This is an optimization exercise on Yosys and OpenROAD, whose aim is small area, a short achievable clock period and few clock cycles, not a production implementation. Function was checked by simulation only, so behaviour that the tests miss may differ from the original. Power figures rest on the tool's default switching activity, not on a simulated workload.

### flow/config.mk
export PLATFORM = sky130hd
export DESIGN_NAME = modular_reduction
export DESIGN_NICKNAME = modular_reduction
export VERILOG_FILES = /design/flow/design.v
export SDC_FILE = /design/flow/constraint.sdc
export NUM_CORES = 4
export LEC_CHECK = 0
export CAP_MARGIN = 20
export CORE_MARGIN = 2
export CORE_UTILIZATION = 40
export SETUP_SLACK_MARGIN = 1.5
export SLEW_MARGIN = 20
### flow/constraint.sdc
create_clock -name core_clock -period 5.0 [get_ports {clk}]
set_input_delay 1.0000 -clock core_clock [delete_from_list [all_inputs] [get_ports {clk}]]
set_output_delay 1.0000 -clock core_clock [all_outputs]
set_load 0.01 [all_outputs]
### flow/design.v
module modular_reduction #(
    parameter DATA_WIDTH = 48,
    parameter Q_WIDTH    = 23
) (
    input  wire clk,
    input  wire rst_n,
    input  wire start,
    output reg  done,
    input  wire [DATA_WIDTH-1:0] data_in,
    output wire [Q_WIDTH-1:0]    data_out
);
  wire [47:0] x = data_in;
  wire [47:0] nx = ~data_in;
  wire hs0, hc0, hs1, hc1, hs2, hc2, fs0, fc0, hs3, hc3, fs1, fc1, fs2, fc2, hs4, hc4, fs3, fc3, fs4, fc4, hs5, hc5, fs5, fc5, fs6, fc6, fs7, fc7, fs8, fc8, fs9, fc9, fs10, fc10, fs11, fc11, hs6, hc6, fs12, fc12, hs7, hc7, fs13, fc13, hs8, hc8, fs14, fc14, hs9, hc9, fs15, fc15, hs10, hc10, hs11, hc11, fs16, fc16, fs17, fc17, fs18, fc18, fs19, fc19, fs20, fc20, fs21, fc21, fs22, fc22, fs23, fc23, fs24, fc24, fs25, fc25, fs26, fc26, fs27, fc27, fs28, fc28, fs29, fc29, fs30, fc30, fs31, fc31, fs32, fc32, fs33, fc33, fs34, fc34, fs35, fc35, fs36, fc36, fs37, fc37, hs12, hc12, hs13, hc13, fs38, fc38, fs39, fc39, fs40, fc40, fs41, fc41, fs42, fc42, fs43, fc43, fs44, fc44, fs45, fc45, fs46, fc46, fs47, fc47, fs48, fc48, fs49, fc49, fs50, fc50, fs51, fc51, fs52, fc52, fs53, fc53, fs54, fc54, fs55, fc55, fs56, fc56, fs57, fc57, fs58, fc58, fs59, fc59, fs60, fc60;
  assign hs0 = x[15] ^ x[25];
  assign hc0 = x[15] & x[25];
  assign hs1 = x[16] ^ x[26];
  assign hc1 = x[16] & x[26];
  assign hs2 = x[0] ^ x[23];
  assign hc2 = x[0] & x[23];
  assign fs0 = x[1] ^ x[47] ^ nx[23];
  assign fc0 = (x[1] & x[47]) | (x[1] & nx[23]) | (x[47] & nx[23]);
  assign hs3 = nx[24] ^ nx[34];
  assign hc3 = nx[24] & nx[34];
  assign fs1 = x[25] ^ x[2] ^ nx[35];
  assign fc1 = (x[25] & x[2]) | (x[25] & nx[35]) | (x[2] & nx[35]);
  assign fs2 = x[3] ^ nx[25] ^ nx[26];
  assign fc2 = (x[3] & nx[25]) | (x[3] & nx[26]) | (nx[25] & nx[26]);
  assign hs4 = x[4] ^ nx[27];
  assign hc4 = x[4] & nx[27];
  assign fs3 = x[13] ^ x[23] ^ x[33];
  assign fc3 = (x[13] & x[23]) | (x[13] & x[33]) | (x[23] & x[33]);
  assign fs4 = x[14] ^ x[24] ^ x[34];
  assign fc4 = (x[14] & x[24]) | (x[14] & x[34]) | (x[24] & x[34]);
  assign hs5 = x[37] ^ x[44];
  assign hc5 = x[37] & x[44];
  assign fs5 = x[35] ^ x[38] ^ x[45];
  assign fc5 = (x[35] & x[38]) | (x[35] & x[45]) | (x[38] & x[45]);
  assign fs6 = nx[37] ^ nx[47] ^ hs0;
  assign fc6 = (nx[37] & nx[47]) | (nx[37] & hs0) | (nx[47] & hs0);
  assign fs7 = x[36] ^ x[46] ^ nx[38];
  assign fc7 = (x[36] & x[46]) | (x[36] & nx[38]) | (x[46] & nx[38]);
  assign fs8 = nx[39] ^ hc0 ^ hs1;
  assign fc8 = (nx[39] & hc0) | (nx[39] & hs1) | (hc0 & hs1);
  assign fs9 = x[17] ^ x[27] ^ x[37];
  assign fc9 = (x[17] & x[27]) | (x[17] & x[37]) | (x[27] & x[37]);
  assign fs10 = x[40] ^ x[47] ^ hc1;
  assign fc10 = (x[40] & x[47]) | (x[40] & hc1) | (x[47] & hc1);
  assign fs11 = x[18] ^ x[28] ^ x[38];
  assign fc11 = (x[18] & x[28]) | (x[18] & x[38]) | (x[28] & x[38]);
  assign hs6 = x[41] ^ nx[40];
  assign hc6 = x[41] & nx[40];
  assign fs12 = x[19] ^ x[29] ^ x[39];
  assign fc12 = (x[19] & x[29]) | (x[19] & x[39]) | (x[29] & x[39]);
  assign hs7 = x[42] ^ nx[41];
  assign hc7 = x[42] & nx[41];
  assign fs13 = x[20] ^ x[30] ^ x[40];
  assign fc13 = (x[20] & x[30]) | (x[20] & x[40]) | (x[30] & x[40]);
  assign hs8 = x[43] ^ nx[42];
  assign hc8 = x[43] & nx[42];
  assign fs14 = x[21] ^ x[31] ^ x[41];
  assign fc14 = (x[21] & x[31]) | (x[21] & x[41]) | (x[31] & x[41]);
  assign hs9 = x[44] ^ nx[43];
  assign hc9 = x[44] & nx[43];
  assign fs15 = x[22] ^ x[32] ^ x[42];
  assign fc15 = (x[22] & x[32]) | (x[22] & x[42]) | (x[32] & x[42]);
  assign hs10 = x[45] ^ nx[44];
  assign hc10 = x[45] & nx[44];
  assign hs11 = x[46] ^ nx[33];
  assign hc11 = x[46] & nx[33];
  assign fs16 = nx[44] ^ hc2 ^ hs3;
  assign fc16 = (nx[44] & hc2) | (nx[44] & hs3) | (hc2 & hs3);
  assign fs17 = nx[45] ^ hc3 ^ fc0;
  assign fc17 = (nx[45] & hc3) | (nx[45] & fc0) | (hc3 & fc0);
  assign fs18 = nx[36] ^ nx[46] ^ fc1;
  assign fc18 = (nx[36] & nx[46]) | (nx[36] & fc1) | (nx[46] & fc1);
  assign fs19 = nx[37] ^ nx[47] ^ hs4;
  assign fc19 = (nx[37] & nx[47]) | (nx[37] & hs4) | (nx[47] & hs4);
  assign fs20 = x[28] ^ x[5] ^ nx[38];
  assign fc20 = (x[28] & x[5]) | (x[28] & nx[38]) | (x[5] & nx[38]);
  assign fs21 = x[29] ^ x[6] ^ nx[28];
  assign fc21 = (x[29] & x[6]) | (x[29] & nx[28]) | (x[6] & nx[28]);
  assign fs22 = x[30] ^ x[7] ^ nx[29];
  assign fc22 = (x[30] & x[7]) | (x[30] & nx[29]) | (x[7] & nx[29]);
  assign fs23 = x[31] ^ x[8] ^ nx[30];
  assign fc23 = (x[31] & x[8]) | (x[31] & nx[30]) | (x[8] & nx[30]);
  assign fs24 = x[32] ^ x[9] ^ nx[31];
  assign fc24 = (x[32] & x[9]) | (x[32] & nx[31]) | (x[9] & nx[31]);
  assign fs25 = x[10] ^ x[33] ^ nx[32];
  assign fc25 = (x[10] & x[33]) | (x[10] & nx[32]) | (x[33] & nx[32]);
  assign fs26 = x[11] ^ x[34] ^ nx[33];
  assign fc26 = (x[11] & x[34]) | (x[11] & nx[33]) | (x[34] & nx[33]);
  assign fs27 = x[12] ^ x[35] ^ nx[34];
  assign fc27 = (x[12] & x[35]) | (x[12] & nx[34]) | (x[35] & nx[34]);
  assign fs28 = x[43] ^ nx[35] ^ nx[36];
  assign fc28 = (x[43] & nx[35]) | (x[43] & nx[36]) | (nx[35] & nx[36]);
  assign fs29 = nx[46] ^ hs5 ^ fc3;
  assign fc29 = (nx[46] & hs5) | (nx[46] & fc3) | (hs5 & fc3);
  assign fs30 = hc5 ^ fc4 ^ fs5;
  assign fc30 = (hc5 & fc4) | (hc5 & fs5) | (fc4 & fs5);
  assign fs31 = fc5 ^ fs7 ^ fc6;
  assign fc31 = (fc5 & fs7) | (fc5 & fc6) | (fs7 & fc6);
  assign fs32 = fc7 ^ fs9 ^ fc8;
  assign fc32 = (fc7 & fs9) | (fc7 & fc8) | (fs9 & fc8);
  assign fs33 = hs6 ^ fc9 ^ fs11;
  assign fc33 = (hs6 & fc9) | (hs6 & fs11) | (fc9 & fs11);
  assign fs34 = hc6 ^ hs7 ^ fc11;
  assign fc34 = (hc6 & hs7) | (hc6 & fc11) | (hs7 & fc11);
  assign fs35 = hc7 ^ hs8 ^ fc12;
  assign fc35 = (hc7 & hs8) | (hc7 & fc12) | (hs8 & fc12);
  assign fs36 = hc8 ^ hs9 ^ fc13;
  assign fc36 = (hc8 & hs9) | (hc8 & fc13) | (hs9 & fc13);
  assign fs37 = hc9 ^ hs10 ^ fc14;
  assign fc37 = (hc9 & hs10) | (hc9 & fc14) | (hs10 & fc14);
  assign hs12 = nx[45] ^ hc10;
  assign hc12 = nx[45] & hc10;
  assign hs13 = nx[43] ^ hs2;
  assign hc13 = nx[43] & hs2;
  assign fs38 = hc11 ^ fs0 ^ fs16;
  assign fc38 = (hc11 & fs0) | (hc11 & fs16) | (fs0 & fs16);
  assign fs39 = fs1 ^ fc16 ^ fs17;
  assign fc39 = (fs1 & fc16) | (fs1 & fs17) | (fc16 & fs17);
  assign fs40 = fs2 ^ fc17 ^ fs18;
  assign fc40 = (fs2 & fc17) | (fs2 & fs18) | (fc17 & fs18);
  assign fs41 = fc2 ^ fs19 ^ fc18;
  assign fc41 = (fc2 & fs19) | (fc2 & fc18) | (fs19 & fc18);
  assign fs42 = hc4 ^ fs20 ^ fc19;
  assign fc42 = (hc4 & fs20) | (hc4 & fc19) | (fs20 & fc19);
  assign fs43 = nx[39] ^ fc20 ^ fs21;
  assign fc43 = (nx[39] & fc20) | (nx[39] & fs21) | (fc20 & fs21);
  assign fs44 = nx[40] ^ fc21 ^ fs22;
  assign fc44 = (nx[40] & fc21) | (nx[40] & fs22) | (fc21 & fs22);
  assign fs45 = nx[41] ^ fc22 ^ fs23;
  assign fc45 = (nx[41] & fc22) | (nx[41] & fs23) | (fc22 & fs23);
  assign fs46 = nx[42] ^ fc23 ^ fs24;
  assign fc46 = (nx[42] & fc23) | (nx[42] & fs24) | (fc23 & fs24);
  assign fs47 = nx[43] ^ fc24 ^ fs25;
  assign fc47 = (nx[43] & fc24) | (nx[43] & fs25) | (fc24 & fs25);
  assign fs48 = nx[44] ^ fc25 ^ fs26;
  assign fc48 = (nx[44] & fc25) | (nx[44] & fs26) | (fc25 & fs26);
  assign fs49 = nx[45] ^ fc26 ^ fs27;
  assign fc49 = (nx[45] & fc26) | (nx[45] & fs27) | (fc26 & fs27);
  assign fs50 = fc27 ^ fs3 ^ fs28;
  assign fc50 = (fc27 & fs3) | (fc27 & fs28) | (fs3 & fs28);
  assign fs51 = fc28 ^ fs4 ^ fs29;
  assign fc51 = (fc28 & fs4) | (fc28 & fs29) | (fs4 & fs29);
  assign fs52 = fs6 ^ fc29 ^ fs30;
  assign fc52 = (fs6 & fc29) | (fs6 & fs30) | (fc29 & fs30);
  assign fs53 = fs8 ^ fc30 ^ fs31;
  assign fc53 = (fs8 & fc30) | (fs8 & fs31) | (fc30 & fs31);
  assign fs54 = fs10 ^ fc31 ^ fs32;
  assign fc54 = (fs10 & fc31) | (fs10 & fs32) | (fc31 & fs32);
  assign fs55 = fc10 ^ fs33 ^ fc32;
  assign fc55 = (fc10 & fs33) | (fc10 & fc32) | (fs33 & fc32);
  assign fs56 = fs12 ^ fc33 ^ fs34;
  assign fc56 = (fs12 & fc33) | (fs12 & fs34) | (fc33 & fs34);
  assign fs57 = fs13 ^ fc34 ^ fs35;
  assign fc57 = (fs13 & fc34) | (fs13 & fs35) | (fc34 & fs35);
  assign fs58 = fs14 ^ fc35 ^ fs36;
  assign fc58 = (fs14 & fc35) | (fs14 & fs36) | (fc35 & fs36);
  assign fs59 = fs15 ^ fc36 ^ fs37;
  assign fc59 = (fs15 & fc36) | (fs15 & fs37) | (fc36 & fs37);
  assign fs60 = fc15 ^ hs12 ^ fc37;
  assign fc60 = (fc15 & hs12) | (fc15 & fc37) | (hs12 & fc37);
  wire [25:0] ra = {1'b0, fc60, fc59, fc58, fc57, fc56, fc55, fc54, fc53, fc52, fc51, fc50, fc49, fc48, fc47, fc46, fc45, fc44, fc43, fc42, fc41, fc40, fc39, fc38, hc13, hs13};
  wire [25:0] rb = {1'b0, hc12, fs60, fs59, fs58, fs57, fs56, fs55, fs54, fs53, fs52, fs51, fs50, fs49, fs48, fs47, fs46, fs45, fs44, fs43, fs42, fs41, fs40, fs39, fs38, hs11};
  wire [25:0] g0 = ra & rb;
  wire [25:0] p0 = ra ^ rb;
  wire G0_1 = g0[1] | (p0[1] & g0[0]);
  wire G0_3 = g0[3] | (p0[3] & g0[2]);
  wire P0_3 = p0[3] & p0[2];
  wire G0_5 = g0[5] | (p0[5] & g0[4]);
  wire P0_5 = p0[5] & p0[4];
  wire G0_7 = g0[7] | (p0[7] & g0[6]);
  wire P0_7 = p0[7] & p0[6];
  wire G0_9 = g0[9] | (p0[9] & g0[8]);
  wire P0_9 = p0[9] & p0[8];
  wire G0_11 = g0[11] | (p0[11] & g0[10]);
  wire P0_11 = p0[11] & p0[10];
  wire G0_13 = g0[13] | (p0[13] & g0[12]);
  wire P0_13 = p0[13] & p0[12];
  wire G0_15 = g0[15] | (p0[15] & g0[14]);
  wire P0_15 = p0[15] & p0[14];
  wire G0_17 = g0[17] | (p0[17] & g0[16]);
  wire P0_17 = p0[17] & p0[16];
  wire G0_19 = g0[19] | (p0[19] & g0[18]);
  wire P0_19 = p0[19] & p0[18];
  wire G0_21 = g0[21] | (p0[21] & g0[20]);
  wire P0_21 = p0[21] & p0[20];
  wire G0_23 = g0[23] | (p0[23] & g0[22]);
  wire P0_23 = p0[23] & p0[22];
  wire G0_25 = g0[25] | (p0[25] & g0[24]);
  wire P0_25 = p0[25] & p0[24];
  wire G1_2 = g0[2] | (p0[2] & G0_1);
  wire G1_3 = G0_3 | (P0_3 & G0_1);
  wire G1_6 = g0[6] | (p0[6] & G0_5);
  wire P1_6 = p0[6] & P0_5;
  wire G1_7 = G0_7 | (P0_7 & G0_5);
  wire P1_7 = P0_7 & P0_5;
  wire G1_10 = g0[10] | (p0[10] & G0_9);
  wire P1_10 = p0[10] & P0_9;
  wire G1_11 = G0_11 | (P0_11 & G0_9);
  wire P1_11 = P0_11 & P0_9;
  wire G1_14 = g0[14] | (p0[14] & G0_13);
  wire P1_14 = p0[14] & P0_13;
  wire G1_15 = G0_15 | (P0_15 & G0_13);
  wire P1_15 = P0_15 & P0_13;
  wire G1_18 = g0[18] | (p0[18] & G0_17);
  wire P1_18 = p0[18] & P0_17;
  wire G1_19 = G0_19 | (P0_19 & G0_17);
  wire P1_19 = P0_19 & P0_17;
  wire G1_22 = g0[22] | (p0[22] & G0_21);
  wire P1_22 = p0[22] & P0_21;
  wire G1_23 = G0_23 | (P0_23 & G0_21);
  wire P1_23 = P0_23 & P0_21;
  wire G2_4 = g0[4] | (p0[4] & G1_3);
  wire G2_5 = G0_5 | (P0_5 & G1_3);
  wire G2_6 = G1_6 | (P1_6 & G1_3);
  wire G2_7 = G1_7 | (P1_7 & G1_3);
  wire G2_12 = g0[12] | (p0[12] & G1_11);
  wire P2_12 = p0[12] & P1_11;
  wire G2_13 = G0_13 | (P0_13 & G1_11);
  wire P2_13 = P0_13 & P1_11;
  wire G2_14 = G1_14 | (P1_14 & G1_11);
  wire P2_14 = P1_14 & P1_11;
  wire G2_15 = G1_15 | (P1_15 & G1_11);
  wire P2_15 = P1_15 & P1_11;
  wire G2_20 = g0[20] | (p0[20] & G1_19);
  wire P2_20 = p0[20] & P1_19;
  wire G2_21 = G0_21 | (P0_21 & G1_19);
  wire P2_21 = P0_21 & P1_19;
  wire G2_22 = G1_22 | (P1_22 & G1_19);
  wire P2_22 = P1_22 & P1_19;
  wire G2_23 = G1_23 | (P1_23 & G1_19);
  wire P2_23 = P1_23 & P1_19;
  wire G3_8 = g0[8] | (p0[8] & G2_7);
  wire G3_9 = G0_9 | (P0_9 & G2_7);
  wire G3_10 = G1_10 | (P1_10 & G2_7);
  wire G3_11 = G1_11 | (P1_11 & G2_7);
  wire G3_12 = G2_12 | (P2_12 & G2_7);
  wire G3_13 = G2_13 | (P2_13 & G2_7);
  wire G3_14 = G2_14 | (P2_14 & G2_7);
  wire G3_15 = G2_15 | (P2_15 & G2_7);
  wire G3_24 = g0[24] | (p0[24] & G2_23);
  wire P3_24 = p0[24] & P2_23;
  wire G3_25 = G0_25 | (P0_25 & G2_23);
  wire P3_25 = P0_25 & P2_23;
  wire G4_16 = g0[16] | (p0[16] & G3_15);
  wire G4_17 = G0_17 | (P0_17 & G3_15);
  wire G4_18 = G1_18 | (P1_18 & G3_15);
  wire G4_19 = G1_19 | (P1_19 & G3_15);
  wire G4_20 = G2_20 | (P2_20 & G3_15);
  wire G4_21 = G2_21 | (P2_21 & G3_15);
  wire G4_22 = G2_22 | (P2_22 & G3_15);
  wire G4_23 = G2_23 | (P2_23 & G3_15);
  wire G4_24 = G3_24 | (P3_24 & G3_15);
  wire G4_25 = G3_25 | (P3_25 & G3_15);
  wire [25:0] cy = {G4_24, G4_23, G4_22, G4_21, G4_20, G4_19, G4_18, G4_17, G4_16, G3_15, G3_14, G3_13, G3_12, G3_11, G3_10, G3_9, G3_8, G2_7, G2_6, G2_5, G2_4, G1_3, G1_2, G0_1, g0[0], 1'b0};
  wire [25:0] y_next = p0 ^ cy;
  reg [25:0] y;
  always @(posedge clk) begin
    y <= y_next;
  end
  always @(posedge clk or negedge rst_n) begin
    if (!rst_n) done <= 1'b0;
    else        done <= start;
  end
  wire [2:0]  yh = y[25:23];
  wire [9:0]  H  = y[22:13];
  wire [12:0] L  = y[12:0];
  wire        allH = &H[9:3];
  wire        Lnz  = |L[12:3];
  wire upc, up, b3, c16, b3_0, b3_1, b13_0, b13_1, c16_0, c16_1;
  wire [2:0] l3, h3, l3_0, l3_1, h3_0, h3_1;
  wire tup_new_n12, tup_new_n13, tup_new_n14, tup_new_n15, tup_new_n16, tup_new_n17, tup_new_n18, tup_new_n19, tup_new_n20, tup_new_n21, tup_new_n22, tup_new_n23, tup_new_n24, tup_new_n25, tup_new_n26, tup_new_n27, tup_new_n28, tup_new_n29, tup_new_n30, tup_new_n31, tup_new_n32, tup_new_n33, tup_new_n34;
  assign tup_new_n12 = ~yh[0] & ~H[0];
  assign tup_new_n13 = yh[0] & H[0];
  assign tup_new_n14 = ~Lnz & ~tup_new_n13;
  assign tup_new_n15 = ~L[2] & tup_new_n14;
  assign tup_new_n16 = H[0] & L[0];
  assign tup_new_n17 = L[1] & tup_new_n16;
  assign tup_new_n18 = tup_new_n15 & ~tup_new_n17;
  assign tup_new_n19 = ~tup_new_n12 & ~tup_new_n18;
  assign tup_new_n20 = ~H[1] & ~tup_new_n19;
  assign tup_new_n21 = ~yh[2] & ~tup_new_n20;
  assign tup_new_n22 = yh[1] & ~tup_new_n21;
  assign tup_new_n23 = ~yh[2] & ~yh[1];
  assign tup_new_n24 = H[2] & ~tup_new_n23;
  assign tup_new_n25 = yh[2] & ~tup_new_n15;
  assign tup_new_n26 = ~H[2] & ~tup_new_n25;
  assign tup_new_n27 = H[2] & L[2];
  assign tup_new_n28 = ~L[1] & tup_new_n14;
  assign tup_new_n29 = ~tup_new_n16 & tup_new_n28;
  assign tup_new_n30 = ~tup_new_n27 & tup_new_n29;
  assign tup_new_n31 = ~tup_new_n12 & ~tup_new_n30;
  assign tup_new_n32 = H[1] & tup_new_n31;
  assign tup_new_n33 = ~tup_new_n26 & tup_new_n32;
  assign tup_new_n34 = ~tup_new_n24 & ~tup_new_n33;
  assign upc = ~tup_new_n22 & ~tup_new_n34;
  assign up = allH & upc;
  wire tl0_new_n11, tl0_new_n12, tl0_new_n13, tl0_new_n14, tl0_new_n15, tl0_new_n16, tl0_new_n17, tl0_new_n18, tl0_new_n19, tl0_new_n20, tl0_new_n21, tl0_new_n23, tl0_new_n24, tl0_new_n25, tl0_new_n26, tl0_new_n27, tl0_new_n29, tl0_new_n30, tl0_new_n31, tl0_new_n33, tl0_new_n34;
  assign tl0_new_n11 = yh[0] & ~L[0];
  assign tl0_new_n12 = ~L[1] & tl0_new_n11;
  assign tl0_new_n13 = yh[2] & tl0_new_n12;
  assign tl0_new_n14 = ~yh[1] & tl0_new_n13;
  assign tl0_new_n15 = yh[2] & yh[1];
  assign tl0_new_n16 = L[1] & ~tl0_new_n11;
  assign tl0_new_n17 = yh[1] & ~tl0_new_n16;
  assign tl0_new_n18 = ~yh[2] & ~tl0_new_n12;
  assign tl0_new_n19 = ~tl0_new_n17 & tl0_new_n18;
  assign tl0_new_n20 = ~L[2] & ~tl0_new_n19;
  assign tl0_new_n21 = ~tl0_new_n15 & tl0_new_n20;
  assign b3_0 = tl0_new_n14 | tl0_new_n21;
  assign tl0_new_n23 = ~tl0_new_n14 & ~tl0_new_n19;
  assign tl0_new_n24 = L[2] & ~tl0_new_n23;
  assign tl0_new_n25 = ~yh[2] & ~L[2];
  assign tl0_new_n26 = tl0_new_n12 & ~tl0_new_n25;
  assign tl0_new_n27 = tl0_new_n21 & ~tl0_new_n26;
  assign l3_0[2] = tl0_new_n24 | tl0_new_n27;
  assign tl0_new_n29 = ~tl0_new_n12 & ~tl0_new_n16;
  assign tl0_new_n30 = ~yh[1] & ~tl0_new_n29;
  assign tl0_new_n31 = tl0_new_n17 & tl0_new_n18;
  assign l3_0[1] = tl0_new_n30 | tl0_new_n31;
  assign tl0_new_n33 = ~yh[0] & L[0];
  assign tl0_new_n34 = ~tl0_new_n11 & ~tl0_new_n33;
  assign l3_0[0] = ~tl0_new_n15 & ~tl0_new_n34;
  assign b13_0 = b3_0 & ~Lnz;
  wire th0_new_n12, th0_new_n13, th0_new_n14, th0_new_n15, th0_new_n16, th0_new_n17, th0_new_n18, th0_new_n19, th0_new_n20, th0_new_n21, th0_new_n22, th0_new_n23, th0_new_n24, th0_new_n25, th0_new_n26, th0_new_n27, th0_new_n28, th0_new_n29, th0_new_n30, th0_new_n32, th0_new_n33, th0_new_n34, th0_new_n35, th0_new_n36, th0_new_n37, th0_new_n38, th0_new_n39, th0_new_n40, th0_new_n41, th0_new_n42, th0_new_n43, th0_new_n44, th0_new_n45, th0_new_n46, th0_new_n47, th0_new_n48, th0_new_n49, th0_new_n50, th0_new_n51, th0_new_n52, th0_new_n54, th0_new_n55, th0_new_n56, th0_new_n57, th0_new_n58, th0_new_n59, th0_new_n61, th0_new_n62, th0_new_n63, th0_new_n64, th0_new_n65, th0_new_n66;
  assign th0_new_n12 = ~yh[1] & ~H[1];
  assign th0_new_n13 = yh[2] & yh[1];
  assign th0_new_n14 = ~th0_new_n12 & ~th0_new_n13;
  assign th0_new_n15 = yh[0] & ~b13_0;
  assign th0_new_n16 = H[0] & th0_new_n15;
  assign th0_new_n17 = ~yh[2] & ~H[2];
  assign th0_new_n18 = th0_new_n16 & ~th0_new_n17;
  assign th0_new_n19 = th0_new_n14 & th0_new_n18;
  assign th0_new_n20 = ~yh[0] & b13_0;
  assign th0_new_n21 = ~H[0] & th0_new_n20;
  assign th0_new_n22 = ~H[1] & th0_new_n21;
  assign th0_new_n23 = yh[2] & H[2];
  assign th0_new_n24 = ~th0_new_n22 & th0_new_n23;
  assign th0_new_n25 = ~yh[1] & th0_new_n24;
  assign th0_new_n26 = yh[1] & H[1];
  assign th0_new_n27 = ~yh[2] & th0_new_n26;
  assign th0_new_n28 = ~th0_new_n21 & th0_new_n27;
  assign th0_new_n29 = H[2] & th0_new_n28;
  assign th0_new_n30 = ~th0_new_n25 & ~th0_new_n29;
  assign c16_0 = th0_new_n19 | ~th0_new_n30;
  assign th0_new_n32 = H[1] & th0_new_n18;
  assign th0_new_n33 = ~th0_new_n23 & th0_new_n32;
  assign th0_new_n34 = H[1] & th0_new_n16;
  assign th0_new_n35 = th0_new_n24 & ~th0_new_n34;
  assign th0_new_n36 = ~th0_new_n13 & ~th0_new_n35;
  assign th0_new_n37 = ~th0_new_n33 & th0_new_n36;
  assign th0_new_n38 = ~th0_new_n16 & th0_new_n17;
  assign th0_new_n39 = ~th0_new_n26 & th0_new_n38;
  assign th0_new_n40 = ~yh[2] & th0_new_n12;
  assign th0_new_n41 = ~H[2] & th0_new_n40;
  assign th0_new_n42 = ~th0_new_n39 & ~th0_new_n41;
  assign th0_new_n43 = yh[1] & th0_new_n16;
  assign th0_new_n44 = ~th0_new_n21 & th0_new_n26;
  assign th0_new_n45 = ~th0_new_n43 & ~th0_new_n44;
  assign th0_new_n46 = H[2] & ~th0_new_n45;
  assign th0_new_n47 = yh[2] & H[1];
  assign th0_new_n48 = ~H[2] & ~th0_new_n47;
  assign th0_new_n49 = ~th0_new_n40 & ~th0_new_n48;
  assign th0_new_n50 = th0_new_n21 & ~th0_new_n49;
  assign th0_new_n51 = ~th0_new_n46 & ~th0_new_n50;
  assign th0_new_n52 = th0_new_n42 & th0_new_n51;
  assign h3_0[2] = th0_new_n37 & th0_new_n52;
  assign th0_new_n54 = ~th0_new_n16 & ~th0_new_n21;
  assign th0_new_n55 = th0_new_n12 & ~th0_new_n38;
  assign th0_new_n56 = ~th0_new_n27 & ~th0_new_n55;
  assign th0_new_n57 = ~th0_new_n54 & th0_new_n56;
  assign th0_new_n58 = th0_new_n14 & ~th0_new_n26;
  assign th0_new_n59 = th0_new_n54 & ~th0_new_n58;
  assign h3_0[1] = ~th0_new_n57 & ~th0_new_n59;
  assign th0_new_n61 = th0_new_n20 & ~th0_new_n41;
  assign th0_new_n62 = ~H[0] & ~th0_new_n15;
  assign th0_new_n63 = ~th0_new_n61 & th0_new_n62;
  assign th0_new_n64 = H[0] & th0_new_n20;
  assign th0_new_n65 = ~th0_new_n13 & ~th0_new_n16;
  assign th0_new_n66 = ~th0_new_n64 & th0_new_n65;
  assign h3_0[0] = ~th0_new_n63 & th0_new_n66;
  wire tl1_new_n11, tl1_new_n12, tl1_new_n13, tl1_new_n14, tl1_new_n15, tl1_new_n16, tl1_new_n17, tl1_new_n18, tl1_new_n19, tl1_new_n20, tl1_new_n21, tl1_new_n23, tl1_new_n24, tl1_new_n25, tl1_new_n26, tl1_new_n27, tl1_new_n29, tl1_new_n30, tl1_new_n31, tl1_new_n32, tl1_new_n34, tl1_new_n35, tl1_new_n36;
  assign tl1_new_n11 = ~yh[0] & L[0];
  assign tl1_new_n12 = L[1] & tl1_new_n11;
  assign tl1_new_n13 = ~L[1] & ~tl1_new_n11;
  assign tl1_new_n14 = ~yh[1] & ~tl1_new_n13;
  assign tl1_new_n15 = ~tl1_new_n12 & ~tl1_new_n14;
  assign tl1_new_n16 = ~yh[2] & ~tl1_new_n15;
  assign tl1_new_n17 = L[2] & ~tl1_new_n13;
  assign tl1_new_n18 = yh[2] & ~tl1_new_n17;
  assign tl1_new_n19 = ~yh[1] & tl1_new_n18;
  assign tl1_new_n20 = ~yh[2] & ~L[2];
  assign tl1_new_n21 = ~tl1_new_n19 & ~tl1_new_n20;
  assign b3_1 = ~tl1_new_n16 & ~tl1_new_n21;
  assign tl1_new_n23 = ~tl1_new_n16 & tl1_new_n21;
  assign tl1_new_n24 = ~L[2] & tl1_new_n16;
  assign tl1_new_n25 = ~L[2] & ~tl1_new_n14;
  assign tl1_new_n26 = ~tl1_new_n20 & tl1_new_n25;
  assign tl1_new_n27 = ~tl1_new_n24 & ~tl1_new_n26;
  assign l3_1[2] = ~tl1_new_n23 & tl1_new_n27;
  assign tl1_new_n29 = ~tl1_new_n12 & ~tl1_new_n13;
  assign tl1_new_n30 = ~yh[2] & yh[1];
  assign tl1_new_n31 = tl1_new_n29 & tl1_new_n30;
  assign tl1_new_n32 = ~yh[1] & ~tl1_new_n29;
  assign l3_1[1] = tl1_new_n31 | tl1_new_n32;
  assign tl1_new_n34 = yh[2] & yh[1];
  assign tl1_new_n35 = yh[0] & ~L[0];
  assign tl1_new_n36 = ~tl1_new_n11 & ~tl1_new_n35;
  assign l3_1[0] = ~tl1_new_n34 & tl1_new_n36;
  assign b13_1 = b3_1 & ~Lnz;
  wire th1_new_n12, th1_new_n13, th1_new_n14, th1_new_n15, th1_new_n16, th1_new_n17, th1_new_n18, th1_new_n19, th1_new_n20, th1_new_n21, th1_new_n22, th1_new_n23, th1_new_n24, th1_new_n26, th1_new_n27, th1_new_n28, th1_new_n29, th1_new_n30, th1_new_n31, th1_new_n32, th1_new_n33, th1_new_n34, th1_new_n35, th1_new_n37, th1_new_n38, th1_new_n39, th1_new_n40, th1_new_n42, th1_new_n43, th1_new_n44, th1_new_n45, th1_new_n46;
  assign th1_new_n12 = ~yh[2] & H[2];
  assign th1_new_n13 = b13_1 & ~H[0];
  assign th1_new_n14 = ~b13_1 & H[0];
  assign th1_new_n15 = ~yh[0] & ~th1_new_n14;
  assign th1_new_n16 = ~th1_new_n13 & ~th1_new_n15;
  assign th1_new_n17 = ~H[1] & ~th1_new_n16;
  assign th1_new_n18 = H[1] & th1_new_n16;
  assign th1_new_n19 = ~yh[1] & ~th1_new_n18;
  assign th1_new_n20 = ~th1_new_n17 & ~th1_new_n19;
  assign th1_new_n21 = th1_new_n12 & th1_new_n20;
  assign th1_new_n22 = ~H[2] & ~th1_new_n18;
  assign th1_new_n23 = yh[2] & ~yh[1];
  assign th1_new_n24 = ~th1_new_n22 & th1_new_n23;
  assign c16_1 = th1_new_n21 | th1_new_n24;
  assign th1_new_n26 = ~yh[2] & ~H[2];
  assign th1_new_n27 = th1_new_n20 & th1_new_n26;
  assign th1_new_n28 = yh[2] & H[2];
  assign th1_new_n29 = ~th1_new_n26 & ~th1_new_n28;
  assign th1_new_n30 = th1_new_n19 & th1_new_n29;
  assign th1_new_n31 = th1_new_n12 & th1_new_n17;
  assign th1_new_n32 = th1_new_n18 & th1_new_n28;
  assign th1_new_n33 = ~yh[1] & th1_new_n32;
  assign th1_new_n34 = ~th1_new_n31 & ~th1_new_n33;
  assign th1_new_n35 = ~th1_new_n30 & th1_new_n34;
  assign h3_1[2] = th1_new_n27 | ~th1_new_n35;
  assign th1_new_n37 = ~th1_new_n17 & ~th1_new_n18;
  assign th1_new_n38 = ~yh[2] & yh[1];
  assign th1_new_n39 = ~th1_new_n37 & th1_new_n38;
  assign th1_new_n40 = ~yh[1] & th1_new_n37;
  assign h3_1[1] = th1_new_n39 | th1_new_n40;
  assign th1_new_n42 = yh[2] & yh[1];
  assign th1_new_n43 = ~th1_new_n13 & ~th1_new_n14;
  assign th1_new_n44 = yh[0] & th1_new_n43;
  assign th1_new_n45 = ~yh[0] & ~th1_new_n43;
  assign th1_new_n46 = ~th1_new_n44 & ~th1_new_n45;
  assign h3_1[0] = ~th1_new_n42 & th1_new_n46;
  assign b3 = up ? b3_1 : b3_0;
  assign l3 = up ? l3_1 : l3_0;
  assign c16 = up ? c16_1 : c16_0;
  assign h3 = up ? h3_1 : h3_0;
  wire [9:0]  fl;
  genvar gi;
  generate
    for (gi = 0; gi < 10; gi = gi + 1) begin : g_dec
      if (gi == 0) begin : g0
        assign fl[gi] = b3;
      end else begin : gn
        assign fl[gi] = b3 & ~|L[gi+2:3];
      end
    end
  endgenerate
  wire [9:0]  mid = L[12:3] ^ fl;
  wire [6:0]  fh;
  generate
    for (gi = 0; gi < 7; gi = gi + 1) begin : g_inc
      if (gi == 0) begin : g0
        assign fh[gi] = c16;
      end else begin : gn
        assign fh[gi] = c16 & (&H[gi+2:3]);
      end
    end
  endgenerate
  wire [6:0]  hi = H[9:3] ^ fh;
  assign data_out = {hi, h3, mid, l3};
endmodule
### flow/flow/run.sh
#!/bin/bash
# Own layout flow: the standard flow (standard synthesis included), with
# plain sky130_fd_sc_hd__buf_1 cells as the port buffers instead of the
# buffer that buffer_ports picks by itself (a 0.5 ns clkdlybuf4s50_1).
set -euo pipefail
bash standard.sh "BUFFER_PORTS_ARGS=-buffer_cell sky130_fd_sc_hd__buf_1" finish > standard.log 2>&1
### flow/standard.sh
#!/bin/bash
# synth_recipe.tcl (not shown) runs the flow's synth.tcl, then flattens the netlist and writes it again
# the make line also repeats each setting of config.mk as NAME=value (left out here)
make -C /OpenROAD-flow-scripts/flow DESIGN_CONFIG=/design/flow/config.mk WORK_HOME=/design/flow/orfs CLKGATE_MAP_FILE= SYNTH_SCRIPT=/design/flow/synth_recipe.tcl "${@:-finish}"
==> results of run 1 <==
==> metal layers <==
layer  up-vias  track usage [%]  share of wire (%)  routed length, µm
met5         -                0                  0                  0
met3        10             1.59                4.4                503
met1      1893             26.5                 46               5310
met4         0             2.80               0.97                111
li1       1860                -                  -                  -
met2        96             30.6                 48               5570
==> metrics by stage <==
stage               util, %  hold slack, ps  setup WS [ps]  area [µm²]
floorplan                 -             704            650        4600
global placement       46.3             762            117        5040
detailed placement     46.3             765           8.52        5040
CTS                    51.1             465            774        5570
global route           54.7             469            608        5960
finish                 54.7             467            732        5960
==> path summary, 6_finish.rpt <==
| kind | slack, ps | from | to | depth (start not counted) |
|---|---|---|---|---|
| max in group asynchronous | 4440 | rst_n | done | 1 |
| worst min-delay path | 470 | rst_n | done | 1 |
| min in group core_clock | 820 | start | done | 1 |
| worst max-delay path | 730 | data_in[47] | y[23] | 15 |
==> Yosys cell counts, drive strengths merged (2+ instances only) <==
| cell | count |
|---|---|
| ha | 50 |
| mux2i | 3 |
| o32ai | 2 |
| nand3 | 4 |
| a211oi | 5 |
| nand2 | 26 |
| xor2 | 19 |
| inv | 119 |
| o22ai | 4 |
| a22oi | 2 |
| o211ai | 2 |
| dfxtp | 26 |
| nor2 | 30 |
| nor3 | 8 |
| nor2b | 4 |
| a21oi | 26 |
| buf | 3 |
| or3 | 2 |
| and2 | 2 |
| o311a | 2 |
| fa | 66 |
| a21o | 5 |
| o21a | 9 |
| o21ai | 20 |
| nor4 | 2 |
| nand2b | 9 |
| xnor2 | 16 |
| or2 | 4 |
| o41ai | 2 |
| clkbuf | 7 |
| o2111ai | 2 |
| a32oi | 2 |
==> what timing repair did <==
item	CTS	global route
setup endpoints to repair	45	44
setup buffers	22	18
gates cloned	0	1
pin swaps	36	43
resized for setup	98	62
==> cell type report <==
cell class	instances	area [µm²]
Sequential cell	27	557
Timing Repair Buffer	122	800
Fill cell	992	4930
Clock inverter	1	7.51
Clock buffer	3	41.3
Multi-Input combinational cell	350	3920
Tap cell	140	175
Inverter	120	459
==> kinds of logic after synthesis <==
| family | count (synthesis) | share of synthesized area, % |
|---|---|---|
| AO/OA/AOI/OAI | 96 | 14.2 |
| buffers and inverters | 130 | 11.1 |
| flip-flops | 27 | 12.1 |
| AND/OR/NAND/NOR | 98 | 11.0 |
| adder cells (fa/ha/maj) | 117 | 43.5 |
| XOR/XNOR | 35 | 6.98 |
| multiplexers | 4 | 1.20 |
==> flip-flops by register name, summed over array words and instances, names as in the netlist <==
register	flops
done	1
y	26
==> power groups by stage <==
stage,Sequential (W),Combinational [W],Clock [W]
3_5_place_dp,0.000524,0.00206,0
4_1_cts,0.000544,0.00238,0.000130
5_1_grt,0.000581,0.00298,0.000140
3_3_place_gp,0.000522,0.00202,0
6_report,0.000559,0.00269,0.000126
2_1_floorplan,0.000434,0.00162,0
==> reports/metrics.cfg, run 1 <==
[run_status]
status=no timing/DRC/antenna violations

[worst_setup_path]
crit_family=adder cells
worstPathMaxFanout=5
start_kind=input pin
crit_buf_inv=3
required_ps=5160
crit_path_frequent_cell=fa_1
crit_slowest_cell=fa_1
cp-end-kind=register
cp_cell_sequence=buf_8 > clkinvlp_4 > fa_2 > inv_2 > fa_1 > fa_1 > ha_1 > nor2b_4 > o2111ai_4 > a31oi_4 > a21bo_2 > a41oi_4 > a21oi_4 > a211oi_2 > or3b_4
worst-setup-path-type=input pin to register
cp.arrival_ps=4420
slowest_delay_ps=470

[drt]
drtPass1Iterations=5
vias_per_cell=5.06
num_vias=3859
ant_nets=0
avgRoutedWirePerCell_um=15.1
post-route-drc-count=0
initialDrtViolationCount=227
routed_wl_um=11500

[pwr]
vdd_drop_max_mv=0.284
p_leak_nw=2.83
p_comb_share_pct=79.7
p_switching_w=0.00165
sequentialPowerShare_pct=16.6
pwr-share-clk_pct=3.7
p_per_area_nw_per_um2=567
total_power_w=0.00338
swShare_pct=48.9
internal-power_w=0.00173

[sta]
drv_slew=0
final.setup.tns_ps=0
hold_viol=0
rsz0062_at_grt=true
worst_pin_slew_ps=633
finalSetupViolCount=0
max_slew_margin_pct=57.7
clock.fmax_mhz=234
fin_crit_sh_pct=85.4
layout_min_cycle_time_ps=4270

[die]
die_y_um=110
initial_core_util_pct=41.3
core_area_um2=10900
ios=75
die_area_um2=12100
die_x_um=110
fp-row-count=38

[synthesis]
syn_nets=674
synth_top_area_share_pct=29.4
synth.distinct_cells=63
avgSynthCellArea_um2=8.88
async_flop_share_pct=3.70
yosysTopAreaCell=fa_1
synth_edf_count=0
synth_cells=507
synth_ff_type=dfxtp_1
yosys_warnings=1
synth_sequential_area_ratio_pct=12.1
ys_seq_elements=27
synthesis.area_um2=4500
yosys-top-cells-area=fa_1, ha_1, dfxtp_1

[place]
gp_congestion=0.905
place.port_buffers=74
placed_cells=718
hpwl_um=9230

[global_route]
grt_pass1_wl_um=17600
grt_pass1_vias=3756
antenna_found_initial=0
grt_max_degree=17
grtUsageTotal_pct=18.4
grt_overflow=0

[hold_path]
min_path_type=input pin to async pin

[job]
maxCapViolations=0

[finish]
layout-drive-gt1-share_pct=28.7
layout_commonest_cell=inv_1
final_cell_mix=inv_1, fa_1, ha_1, buf_1, buf_4
antennaDiodeCount=0
fin_nets=791
syn_to_final_growth_pct=32.3
fin_cells=763

[cts]
clock_sinks=27
cts.clk_slew.worst_paths_ps=100
ctsHoldBuffers=0
clock_path_buffers=2
cts_buffers=3
cts-root-buf=clkbuf_8
tritoncts=built
h-tree-depth=1

Testbench counts, summed over its fixed seeds: cycles 16,000.
==> inputs of run 2 (changes only) <==
--- a/flow/config.mk
+++ b/flow/config.mk
@@ -5,8 +5,9 @@
 export SDC_FILE = /design/flow/constraint.sdc
 export NUM_CORES = 4
 export LEC_CHECK = 0
+export ABC_AREA = 1
 export CAP_MARGIN = 20
 export CORE_MARGIN = 2
 export CORE_UTILIZATION = 40
-export SETUP_SLACK_MARGIN = 1.5
+export SETUP_SLACK_MARGIN = 0.6
 export SLEW_MARGIN = 20
==> reports/metrics.cfg, run 2 <==
[finish]
largest_register_ffs=26  ; unchanged
largest_registers=y x26, done x1
antennaDiodeCount=0  ; unchanged
final_area_um2=5200  ; -13%
syn_to_final_growth_pct=10.9
fillers=1172  ; +18%
multi_input_area_um2=3470  ; -11%
regMostFlops=y
fin_nets=857  ; +8.3%
layout_commonest_cell=inv_1
final_cell_mix=inv_1, nand2_1, buf_1, fa_1, ha_1
fin_util_pct=45.6  ; -9.1 points
ff_latch_area_um2=547  ; -1.8%
layout-drive-gt1-share_pct=5.08  ; -24 points

[synthesis]
synth_edf_count=0  ; unchanged
synth_ff_type=dfxtp_1
synthesis.area_um2=4690  ; +4.3%
avgSynthCellArea_um2=7.63  ; -14%
syn_nets=782  ; +16%
yosys-top-cells-area=fa_1, ha_1, inv_1
yosysTopAreaCell=fa_1
synth_top_area_share_pct=28.2  ; -1.2 points
synth_common_cells=inv_1, nand2_1, fa_1
synth_sequential_area_ratio_pct=11.6  ; -0.50 points
async_flop_share_pct=3.70  ; unchanged
yosys_warnings=1  ; unchanged
ys_seq_elements=27  ; unchanged
synth.distinct_cells=36  ; -43%
synth_cells=615  ; +21%
synth_most_common_cell=inv_1

[drt]
post-route-drc-count=0  ; unchanged
vias_per_cell=4.77  ; -5.7%
drtPass1Iterations=5  ; unchanged
num_vias=3968  ; +2.8%
ant_nets=0  ; unchanged
initialDrtViolationCount=241  ; +6.2%
avgRoutedWirePerCell_um=12.6  ; -16%
routed_wl_um=10500  ; -8.9%

[pwr]
p_comb_share_pct=75.3  ; -4.4 points
p_leak_nw=2.80  ; -1.2%
swShare_pct=54.5  ; +5.6 points
p_per_area_nw_per_um2=506  ; -11%
sequentialPowerShare_pct=18.2  ; +1.6 points
internal-power_w=0.00120  ; -31%
pwr-share-clk_pct=6.5  ; +2.8 points
p_switching_w=0.00144  ; -13%
vdd_drop_max_mv=0.307  ; +8.0%
total_power_w=0.00263  ; -22%

[die]
core_area_um2=11400  ; +4.9%
ios=75  ; unchanged
fp-row-count=39  ; +2.6%
initial_core_util_pct=41.1  ; -0.23 points
die_x_um=112  ; +2.0%
die_y_um=112  ; +2.0%
die_area_um2=12600  ; +4.1%

[worst_setup_path]
slowest_delay_ps=490  ; +20 ps
crit_slowest_cell=fa_1
required_ps=5140  ; -20 ps
cp_cell_sequence=buf_1 > inv_1 > ha_1 > fa_1 > fa_1 > inv_1 > fa_1 > inv_1 > nand3_1 > o211ai_1 > nand2_1 > o211ai_1 > nand3_1 > nand3_4 > nand2_1 > o21ai_0 > nor2_1
cp.arrival_ps=4350  ; -70 ps
start_kind=input pin
worstPathMaxFanout=9  ; +4
cp-end-kind=register
worst-setup-path-type=input pin to register

[sta]
max_slew_margin_pct=69.6  ; +12 points
finalSetupViolCount=0  ; unchanged
hold_viol=0  ; unchanged
fin_crit_sh_pct=84.1  ; -1.3 points
clock.fmax_mhz=238  ; +1.5%
drv_slew=0  ; unchanged
final.setup.tns_ps=0  ; unchanged
rsz0062_at_grt=true
worst_pin_slew_ps=456  ; -177 ps
layout_min_cycle_time_ps=4200  ; -63.3 ps

[cts]
ctsHoldBuffers=0  ; unchanged
h-tree-depth=1  ; unchanged
tritoncts=built
cts_buffers=3  ; unchanged
cts-root-buf=clkbuf_16
cts.clk_slew.worst_paths_ps=60  ; -40 ps
clock_sinks=27  ; unchanged
clock_path_buffers=2  ; unchanged

[global_route]
grt_pass1_wl_um=18400  ; +4.6%
use_met2_pct=30.2  ; -0.39 points
grt_overflow=0  ; unchanged
grt_max_degree=15  ; -2
met1_usage_pct=23.4  ; -3.1 points
antenna_found_initial=0  ; unchanged
grt_most_used_layer=met2
grtUsageTotal_pct=17.6  ; -0.79 points
grtUsageMet3_pct=2.92  ; +1.3 points
grt_pass1_vias=4038  ; +7.5%

[place]
gp_congestion=0.967  ; +6.9%
place.port_buffers=74  ; unchanged
placed_area_um2=5100  ; +1.1%
hpwl_um=9360  ; +1.4%

[run_status]
status=no timing/DRC/antenna violations

[hold_path]
min_path_type=input pin to async pin

[job]
maxCapViolations=0  ; unchanged

==> run 2: layout make-up <==
type / instances / share of cell area, %
clock buffers: 4 / 1.51
inverters: 170 / 12.3
multi-input cells: 413 / 66.7
flip-flops and latches: 27 / 10.5
well taps: 143 / 3.44
repair buffers: 75 / 5.51
==> run 2: final timing paths <==
check / slack (ps) / depth (start not counted) / startpoint / endpoint
max: 800 / 17 / data_in[34] / y[17]
min: 500 / 1 / rst_n / done
max in group asynchronous: 4400 / 1 / rst_n / done
min in group core_clock: 850 / 1 / start / done
==> run 2: per-stage QoR <==
stage / cells / hold WS [ps] / worst slack, ps
3_5_place_dp: 827 / 764 / 531
3_3_place_gp: 827 / 762 / 606
6_report: 832 / 500 / 796
5_1_grt: 832 / 497 / 574
4_1_cts: 831 / 495 / 601
2_1_floorplan: 615 / 704 / 966
==> run 2: critical path, delay by kind of cell <==
family / cells / cell delay [ps]
simple gates: 6 / 730
buf+inv: 4 / 430
compound gates: 3 / 490
fa+ha+maj: 4 / 1670
==> run 2: power groups by stage <==
| stage | logic (W) | clock network [W] | registers (W) |
|---|---|---|---|
| 6_report | 0.00198 | 0.000172 | 0.000479 |
| 5_1_grt | 0.00230 | 0.000188 | 0.000497 |
| 4_1_cts | 0.00197 | 0.000176 | 0.000479 |
| 3_5_place_dp | 0.00196 | 0 | 0.000484 |
| 3_3_place_gp | 0.00195 | 0 | 0.000482 |
| 2_1_floorplan | 0.00152 | 0 | 0.000427 |
==> run 2: logic make-up after synthesis <==
logic type | Yosys count | share of synthesized area (%)
XOR/XNOR | 13 | 2.43
buffers and inverters | 175 | 14.7
AND/OR/NAND/NOR | 232 | 23.1
AO/OA/AOI/OAI | 52 | 6.64
flip-flops | 27 | 11.6
adder cells (fa/ha/maj) | 116 | 41.5
==> run 2: what timing repair did <==
| action | CTS | global route |
|---|---|---|
| buffers inserted | 0 | 1 |
| resized for setup | 0 | 6 |
| endpoints found under the setup margin | 0 | 12 |
==> run 2: layer usage <==
metal  part of all wire [%]  up-vias
met2                     48       95
met5                      0        -
li1                       -     2014
met1                     45     1851
met3                    5.7        8
met4                    1.3        0
==> inputs of run 3 (changes only) <==
--- a/flow/config.mk
+++ b/flow/config.mk
@@ -9,5 +9,4 @@
 export CAP_MARGIN = 20
 export CORE_MARGIN = 2
 export CORE_UTILIZATION = 40
-export SETUP_SLACK_MARGIN = 0.6
 export SLEW_MARGIN = 20
==> reports/metrics.cfg, run 3 <==
[die]
die_area_um2=12600  ; unchanged
ios=75  ; unchanged
initial_core_util_pct=41.1  ; unchanged
core_area_um2=11400  ; unchanged
die_y_um=112  ; unchanged
fp-row-count=39  ; unchanged
die_x_um=112  ; unchanged

[drt]
post-route-drc-count=0  ; unchanged
routed_wl_um=10400  ; -0.26%
ant_nets=0  ; unchanged
vias_per_cell=4.77  ; about the same
drtPass1Iterations=5  ; unchanged
initialDrtViolationCount=233  ; -3.3%
num_vias=3965  ; -0.076%
avgRoutedWirePerCell_um=12.6  ; -0.14%

[synthesis]
synthesis.area_um2=4690  ; unchanged
async_flop_share_pct=3.70  ; unchanged
synth.distinct_cells=36  ; unchanged
synth_ff_type=dfxtp_1
synth_sequential_area_ratio_pct=11.6  ; unchanged
yosys-top-cells-area=fa_1, ha_1, inv_1
yosys_warnings=1  ; unchanged
synth_common_cells=inv_1, nand2_1, fa_1
yosysTopAreaCell=fa_1
synth_cells=615  ; unchanged
syn_nets=782  ; unchanged
ys_seq_elements=27  ; unchanged
avgSynthCellArea_um2=7.63  ; unchanged
synth_top_area_share_pct=28.2  ; unchanged
synth_edf_count=0  ; unchanged
synth_most_common_cell=inv_1

[global_route]
antenna_found_initial=0  ; unchanged
grt_pass1_wl_um=18400  ; unchanged
grtUsageTotal_pct=17.6  ; unchanged
grt_pass1_vias=4038  ; unchanged
grt_overflow=0  ; unchanged
grt_max_degree=15  ; unchanged

[worst_setup_path]
worst-setup-path-type=register to primary output
start_kind=register
worstPathMaxFanout=14  ; +5
required_ps=4000  ; -1140 ps
cp.arrival_ps=3400  ; -950 ps
cp-end-kind=primary output

[cts]
cts-root-buf=clkbuf_16
clock_sinks=27  ; unchanged
tritoncts=built
h-tree-depth=1  ; unchanged
cts_resized=0  ; unchanged
post-cts-setup-buffers=0  ; unchanged
clock_path_buffers=2  ; unchanged
cts.clk_slew.worst_paths_ps=60  ; about the same
cts_buffers=3  ; unchanged
ctsHoldBuffers=0  ; unchanged

[place]
placed_cells=827  ; unchanged
gp_congestion=0.967  ; unchanged
place.port_buffers=74  ; unchanged
placed_area_um2=5100  ; unchanged
hpwl_um=9360  ; unchanged
pre_cts_ws_ps=531  ; unchanged

[sta]
worst_pin_slew_ps=461  ; +5.11 ps
clock.fmax_mhz=227  ; -4.4%
finalSetupViolCount=0  ; unchanged
drv_slew=0  ; unchanged
final.setup.tns_ps=0  ; unchanged
rsz0062_at_grt=false
layout_min_cycle_time_ps=4400  ; +192 ps
max_slew_margin_pct=69.2  ; -0.34 points
fin_crit_sh_pct=87.9  ; +3.8 points
hold_viol=0  ; unchanged
finalWorstSetupSlack_ps=604  ; -192 ps

[finish]
antennaDiodeCount=0  ; unchanged
fillers=1174  ; +0.17%
largest_registers=y x26, done x1
layout-drive-gt1-share_pct=4.51  ; -0.57 points
ff_latch_area_um2=546  ; -0.23%
syn_to_final_growth_pct=10.3
regMostFlops=y
fin_nets=856  ; -0.12%
fin_cells=831  ; -0.12%
final_cell_mix=inv_1, nand2_1, buf_1, fa_1, ha_1
largest_register_ffs=26  ; unchanged
final_area_um2=5180  ; -0.53%
layout_commonest_cell=inv_1
multi_input_area_um2=3460  ; -0.50%

[pwr]
p_comb_share_pct=75.1  ; -0.2 points
p_switching_w=0.00142  ; -0.77%
sequentialPowerShare_pct=18.3  ; about the same
total_power_w=0.00261  ; -0.89%
swShare_pct=54.6  ; +0.069 points
vdd_drop_max_mv=0.305  ; -0.72%
p_per_area_nw_per_um2=504  ; -0.37%
pwr-share-clk_pct=6.6  ; about the same
internal-power_w=0.00119  ; -1.0%
p_leak_nw=2.79  ; -0.36%

[run_status]
status=no timing/DRC/antenna violations

[hold_path]
min_path_type=input pin to async pin

[job]
maxCapViolations=0  ; unchanged

-- run 3: routing by layer --
metal  vias up  wire, µm  global-route usage, %  part of all wire, %
li1       2014         -                      -                    -
met1      1834      4590                   23.4                   44
met2       108      5030                   30.2                   48
met3         9       687                   2.92                  6.6
met4         0       140                   3.98                  1.3
met5         -         0                      0                    0
-- run 3: stage by stage --
step | hold slack, ps | util, %
after detailed placement | 764 | 44.6
after CTS | 495 | 45.3
after floorplan | 704 | -
after global routing | 497 | 45.3
final | 500 | 45.3
after global placement | 762 | 44.6
-- run 3: worst paths after layout --
kind	cells past startpoint	to	slack, ps	from
max	19	data_out[18]	600	y[23]
min	1	done	500	rst_n
max in group asynchronous	1	done	4400	rst_n
min in group core_clock	1	done	850	start
-- run 3: worst max-delay path: stages (launching register included) --
cell and delay [ps]:
dfxtp_1 470, inv_1 80, ha_1 200, inv_1 60, ha_1 150, nor2_1 50
o21ai_0 280, nand3_1 150, fa_1 400, ha_1 220, inv_1 80, nand2_1 70
nand3_1 80, nand2_1 70, inv_1 70, nand3_2 250, nand3_1 180, nand2_1 60
nand2_1 60, buf_1 150
-- run 3: area by class of cell --
cell class,count,area share [%]
multi-input combinational,413,66.8
inverter,170,12.4
clock buffer,4,1.52
sequential,27,10.5
tap,143,3.46
timing repair buffer,74,5.37
-- run 3: cell families (layout without fill, tap and decap cells) --
family,Yosys count,count (layout),share of synthesized area (%)
xor+xnor,13,13,2.43
simple gates,232,232,23.1
compound gates,52,52,6.64
buf+inv,175,248,14.7
flops,27,27,11.6
fa+ha+maj,116,116,41.5
-- run 3: power groups by stage --
stage	combinational (W)	clock (W)	sequential, W
5_1_grt	0.00228	0.000188	0.000496
3_5_place_dp	0.00196	0	0.000484
6_report	0.00196	0.000172	0.000478
2_1_floorplan	0.00152	0	0.000427
4_1_cts	0.00197	0.000176	0.000479
3_3_place_gp	0.00195	0	0.000482
==> inputs of run 4 (changes only) <==
--- a/flow/config.mk
+++ b/flow/config.mk
@@ -9,4 +9,5 @@
 export CAP_MARGIN = 20
 export CORE_MARGIN = 2
 export CORE_UTILIZATION = 40
+export SETUP_SLACK_MARGIN = 0.8
 export SLEW_MARGIN = 20
==> reports/metrics.cfg, run 4 <==
[die]
core_area_um2=11400  ; unchanged
die_y_um=112  ; unchanged
die_area_um2=12600  ; unchanged
initial_core_util_pct=41.1  ; unchanged
ios=75  ; unchanged
die_x_um=112  ; unchanged
fp-row-count=39  ; unchanged

[finish]
fin_nets=863  ; +0.82%
largest_registers=y x26, done x1
layout_commonest_cell=inv_1
fin_cells=838  ; +0.84%
regMostFlops=y
syn_to_final_growth_pct=13.2
largest_register_ffs=26  ; unchanged
final_cell_mix=inv_1, nand2_1, buf_1, fa_1, ha_1
antennaDiodeCount=0  ; unchanged
layout-drive-gt1-share_pct=8.35  ; +3.8 points

[worst_setup_path]
worstPathMaxFanout=3  ; -11
cp-end-kind=register
required_ps=5170  ; +1170 ps
start_kind=input pin
worst-setup-path-type=input pin to register
cp.arrival_ps=4220  ; +820 ps

[synthesis]
syn_nets=782  ; unchanged
yosysTopAreaCell=fa_1
synth_top_area_share_pct=28.2  ; unchanged
avgSynthCellArea_um2=7.63  ; unchanged
synthesis.area_um2=4690  ; unchanged
synth_sequential_area_ratio_pct=11.6  ; unchanged
yosys-top-cells-area=fa_1, ha_1, inv_1
yosys_warnings=1  ; unchanged
synth_common_cells=inv_1, nand2_1, fa_1
synth_ff_type=dfxtp_1
synth_cells=615  ; unchanged
async_flop_share_pct=3.70  ; unchanged
ys_seq_elements=27  ; unchanged
synth_most_common_cell=inv_1
synth.distinct_cells=36  ; unchanged
synth_edf_count=0  ; unchanged

[sta]
worst_pin_slew_ps=467  ; +6.35 ps
rsz0062_at_grt=true
drv_slew=0  ; unchanged
final.setup.tns_ps=0  ; unchanged
fin_crit_sh_pct=81.0  ; -7.0 points
layout_min_cycle_time_ps=4050  ; -348 ps
hold_viol=0  ; unchanged
max_slew_margin_pct=68.8  ; -0.42 points
clock.fmax_mhz=247  ; +8.6%
finalSetupViolCount=0  ; unchanged
finalWorstSetupSlack_ps=952  ; +348 ps

[pwr]
p_per_area_nw_per_um2=515  ; +2.2%
vdd_drop_max_mv=0.296  ; -2.9%
p_leak_nw=2.83  ; +1.7%

[hold_path]
min_path_type=input pin to async pin

[place]
pre_cts_ws_ps=531  ; unchanged
place.port_buffers=74  ; unchanged
gp_congestion=0.967  ; unchanged
placed_cells=827  ; unchanged
hpwl_um=9360  ; unchanged

[cts]
tritoncts=built
cts_buffers=3  ; unchanged
ctsHoldBuffers=0  ; unchanged
h-tree-depth=1  ; unchanged
clock_path_buffers=2  ; unchanged
clock_sinks=27  ; unchanged
cts-root-buf=clkbuf_16
cts.clk_slew.worst_paths_ps=60  ; about the same

[drt]
avgRoutedWirePerCell_um=13.0  ; +3.7%
post-route-drc-count=0  ; unchanged
ant_nets=0  ; unchanged
vias_per_cell=4.81  ; +0.74%
num_vias=4028  ; +1.6%
routed_wl_um=10900  ; +4.5%
initialDrtViolationCount=252  ; +8.2%
drtPass1Iterations=5  ; unchanged

[global_route]
grt_pass1_wl_um=18500  ; +0.45%
grt_overflow=0  ; unchanged
antenna_found_initial=0  ; unchanged
grtUsageTotal_pct=17.7  ; +0.069 points
grt_max_degree=15  ; unchanged
grt_pass1_vias=4054  ; +0.40%

[run_status]
status=no timing/DRC/antenna violations

[job]
maxCapViolations=0  ; unchanged

[run 4: worst max-delay path, stage by stage]
cell,delay (ps)
clkbuf_2,140
inv_1,80
ha_1,290
fa_1,460
fa_1,490
inv_1,60
fa_2,370
inv_1,80
nand3_1,70
o211ai_1,130
nand2_1,90
o211ai_1,170
buf_4,180
inv_1,40
fa_1,380
xnor2_1,190
[run 4: stage by stage]
step / instance area (µm²) / total power, W / hold WS, ps / utilization, %
2_1_floorplan: 4690 / 0.00195 / 704 / -
3_3_place_gp: 5100 / 0.00243 / 762 / 44.6
3_5_place_dp: 5100 / 0.00244 / 764 / 44.6
4_1_cts: 5190 / 0.00264 / 495 / 45.5
5_1_grt: 5310 / 0.00309 / 497 / 46.5
6_report: 5310 / 0.00274 / 499 / 46.5
[run 4: path summary, 6_finish.rpt]
check,startpoint,endpoint,slack [ps]
max,data_in[34],y[9],950
min,rst_n,done,500
max in group asynchronous,rst_n,done,4400
min in group core_clock,start,done,850
[run 4: cell families after synthesis]
logic type               count (synthesis)  synth area share [%]
AO/OA/AOI/OAI                           52                  6.64
buffers and inverters                  175                  14.7
adder cells (fa/ha/maj)                116                  41.5
flip-flops                              27                  11.6
XOR/XNOR                                13                  2.43
AND/OR/NAND/NOR                        232                  23.1
[run 4: per-layer routing]
metal  track usage (%)  vias up  share of wire (%)
met2              30.4      103                 48
met1              23.5     1880                 45
li1                  -     2033                  -
met5                 0        -                  0
met4              3.98        0                1.6
met3              2.92       12                5.4
[run 4: report_power, final]
part	leakage (nW)	switching (W)	internal [W]
clock	0.0382	0.0000631	0.000109
combinational	2.56	0.00128	0.000799
sequential	0.231	0.000138	0.000344
total	2.83	0.00149	0.00125
[run 4: repair_timing]
| action | 4_1_cts | 5_1_grt |
|---|---|---|
| resized for setup | 4 | 21 |
| buffers inserted | 0 | 6 |
| pin swaps | 0 | 8 |
| endpoints found under the setup margin | 8 | 22 |
| cloned | 0 | 1 |
[run 4: cell type report]
type,instances,area (µm²)
inverters,170,639
fillers,1161,6110
clock buffers,4,78.8
flip-flops and latches,27,549
repair buffers,80,329
multi-input cells,414,3540
well taps,143,179
==> inputs of run 5 (changes only) <==
==> flow/run.sh (new file) <==
#!/bin/bash
# synth_recipe.tcl (not shown) runs the flow's synth.tcl, then flattens the netlist and writes it again
# the make line also repeats each setting of config.mk as NAME=value (left out here)
make -C /OpenROAD-flow-scripts/flow DESIGN_CONFIG=/design/flow/config.mk WORK_HOME=/design/flow/orfs CLKGATE_MAP_FILE= SYNTH_SCRIPT=/design/flow/synth_recipe.tcl finish
--- a/flow/config.mk
+++ b/flow/config.mk
@@ -5,9 +5,7 @@
 export SDC_FILE = /design/flow/constraint.sdc
 export NUM_CORES = 4
 export LEC_CHECK = 0
-export ABC_AREA = 1
 export CAP_MARGIN = 20
 export CORE_MARGIN = 2
 export CORE_UTILIZATION = 40
-export SETUP_SLACK_MARGIN = 0.8
 export SLEW_MARGIN = 20
removed: flow/flow/run.sh
removed: flow/standard.sh
==> reports/metrics.cfg, run 5 <==
[sta]
final.setup.tns_ps=0  ; unchanged
worst_pin_slew_ps=573  ; +105 ps
finalSetupViolCount=0  ; unchanged
finalWorstSetupSlack_ps=209  ; -742 ps
clock.fmax_mhz=209  ; -15%
layout_min_cycle_time_ps=4790  ; +742 ps
max_slew_margin_pct=61.7  ; -7.2 points
fin_crit_sh_pct=95.8  ; +15 points
hold_viol=0  ; unchanged
drv_slew=0  ; unchanged

[worst_setup_path]
cp_cell_sequence=clkdlybuf4s50_1 > inv_1 > ha_1 > fa_1 > fa_1 > inv_1 > fa_1 > nor2b_2 > o2111ai_2 > a31oi_2 > a21bo_2 > a41oi_2 > a21oi_2 > a211oi_1 > or3b_2
worstPathMaxFanout=4  ; +1
crit_start=data_in[24]
worst-setup-path-type=input pin to register
crit_path_frequent_cell=fa_1
crit_slowest_cell=clkdlybuf4s50_1
start_kind=input pin
slowest_delay_ps=500  ; about the same
cp-end-kind=register
cp.arrival_ps=4950  ; +730 ps
required_ps=5160  ; about the same

[finish]
layout_commonest_cell=inv_1
final_area_um2=5720  ; +7.7%
antennaDiodeCount=0  ; unchanged
fin_nets=778  ; -9.8%
syn_to_final_growth_pct=27.1
layout-drive-gt1-share_pct=9.67  ; +1.3 points
fin_util_pct=52.6  ; +6.0 points
final_cell_mix=inv_1, clkdlybuf4s50_1, fa_1, ha_1, buf_4
largest_registers=y x26, done x1
fin_cells=750  ; -11%
regMostFlops=y
largest_register_ffs=26  ; unchanged

[global_route]
grt_max_degree=23  ; +8
antenna_found_initial=0  ; unchanged
grt_pass1_vias=3821  ; -5.7%
grt_overflow=0  ; unchanged
grtUsageTotal_pct=19.0  ; +1.3 points
grt_pass1_wl_um=17900  ; -2.8%

[synthesis]
avgSynthCellArea_um2=8.88  ; +16%
yosys_warnings=1  ; unchanged
synth.distinct_cells=63  ; +75%
synth_sequential_area_ratio_pct=12.1  ; +0.50 points
yosys-top-cells-area=fa_1, ha_1, dfxtp_1
ys_seq_elements=27  ; unchanged
async_flop_share_pct=3.70  ; unchanged
synth_ff_type=dfxtp_1
synth_cells=507  ; -18%
syn_nets=674  ; -14%
synth_common_cells=inv_1, fa_1, ha_1
yosysTopAreaCell=fa_1
synth_most_common_cell=inv_1
synthesis.area_um2=4500  ; -4.1%
synth_top_area_share_pct=29.4  ; +1.2 points
synth_edf_count=0  ; unchanged

[hold_path]
min_path_type=input pin to async pin

[drt]
num_vias=3703  ; -8.1%
initialDrtViolationCount=126  ; -50%
drtPass1Iterations=4  ; -1
vias_per_cell=4.94  ; +2.7%
routed_wl_um=10900  ; about the same
ant_nets=0  ; unchanged
avgRoutedWirePerCell_um=14.5  ; +12%
post-route-drc-count=0  ; unchanged

[cts]
cts_buffers=3  ; unchanged
tritoncts=built
clock_path_buffers=2  ; unchanged
h-tree-depth=1  ; unchanged
cts.clk_slew.worst_paths_ps=100  ; +40 ps
clock_sinks=27  ; unchanged
cts-root-buf=clkbuf_8

[die]
initial_core_util_pct=41.3  ; +0.23 points
die_x_um=110  ; -2.0%
fp-row-count=38  ; -2.6%
die_y_um=110  ; -2.0%
die_area_um2=12100  ; -4.0%
core_area_um2=10900  ; -4.6%
ios=75  ; unchanged

[pwr]
p_per_area_nw_per_um2=525  ; +1.9%
p_leak_nw=2.76  ; -2.7%
vdd_drop_max_mv=0.210  ; -29%

[job]
maxCapViolations=0  ; unchanged

[place]
placed_area_um2=5620  ; +10%
pre_cts_ws_ps=-224  ; -754 ps
place.port_buffers=74  ; unchanged
hpwl_um=9550  ; +2.0%
gp_congestion=0.830  ; -14%
placed_cells=745  ; -9.9%

[run_status]
status=no timing/DRC/antenna violations

## run 5: cell types whose count changed after synthesis, sizes merged, moves of 11 or more
cell and change:
nand2 -91, inv -50, nand3 -36, nor2 -20, nand4 -14, xnor2 +11
xor2 +11
## run 5: repair_timing
item | CTS | global route
gates resized for setup | 0 | 8
hold buffers | 0 | 0
setup endpoints to repair | 0 | 9
endpoints found under the hold margin | 0 | 0
setup buffers | 0 | 1
## run 5: cell type report
type | instances | area [µm²]
Fill cell | 1013 | 5170
Multi-Input combinational cell | 350 | 3500
Timing Repair Buffer | 109 | 1000
Sequential cell | 27 | 546
Inverter | 120 | 450
Tap cell | 140 | 175
Clock buffer | 3 | 41.3
Clock inverter | 1 | 7.51
## run 5: cells by family (layout without fill, tap and decap cells)
family | after synthesis | after routing | synth area share [%]
buffers and inverters | 130 | 233 | 11.1
adder cells (fa/ha/maj) | 117 | 117 | 43.5
AND/OR/NAND/NOR | 98 | 98 | 11.0
AO/OA/AOI/OAI | 96 | 96 | 14.2
XOR/XNOR | 35 | 35 | 6.98
flip-flops | 27 | 27 | 12.1
multiplexers | 4 | 4 | 1.20
## run 5: power breakdown
part	internal [W]	switching (W)
Sequential	0.000343	0.000163
Clock	0.0000567	0.0000727
Combinational	0.00120	0.00117
Total	0.00160	0.00140
## run 5: path summary, 6_finish.rpt
path | endpoint | slack, ps | cells after the start
setup / recovery | y[23] | 210 | 15
max in group asynchronous | done | 4060 | 1
hold / removal | done | 850 | 1
min in group core_clock | done | 1150 | 1
## run 5: metrics by stage
step | total power, W | hold slack [ps]
after floorplan | 0.00196 | 704
after global placement | 0.00277 | 1150
after detailed placement | 0.00282 | 1150
after CTS | 0.00297 | 842
after global routing | 0.00332 | 837
final | 0.00300 | 849
## run 5: critical path, delay by kind of cell
family                   cells  cell delay [ps]
adder cells (fa/ha/maj)      4             1660
AO/OA/AOI/OAI                6             1070
buffers and inverters        3              610
AND/OR/NAND/NOR              2              600
## run 5: metal layers
layer / track usage (%) / share of wire [%]
met1: 27.6 / 45
met2: 31.6 / 49
met3: 1.23 / 5.5
met4: 3.35 / 0.71
met5: 0 / 0

==> afterwards: timing with drivers on the ports <==
How much do the figures lean on ideal ports? The routed layouts below were timed once more, with nothing changed but the port constraints. Step 1: set_driving_cell puts a clkbuf_16 on clk and a buf_2 on each other input, an assumption about the parent block. Step 2 also shifts input and output timing later by t, the mid clock arrival at the registers, as if the neighbouring blocks saw the same clock. a / b / c = ideal ports / drivers / drivers and shift; a / b = the first two.
run | t (ns) | setup slack, ns
run 1 | 0.296 | 0.732 / 0.711 / 0.415
run 2 | 0.289 | 0.796 / 0.813 / 0.524
run 3 | 0.289 | 0.604 / 0.565 / 0.511
run 4 | 0.289 | 0.952 / 0.967 / 0.680
run 5 | 0.309 | 0.209 / 0.190 / -0.096
With both steps, setup timing fails in run 5, where it was met with ideal ports.
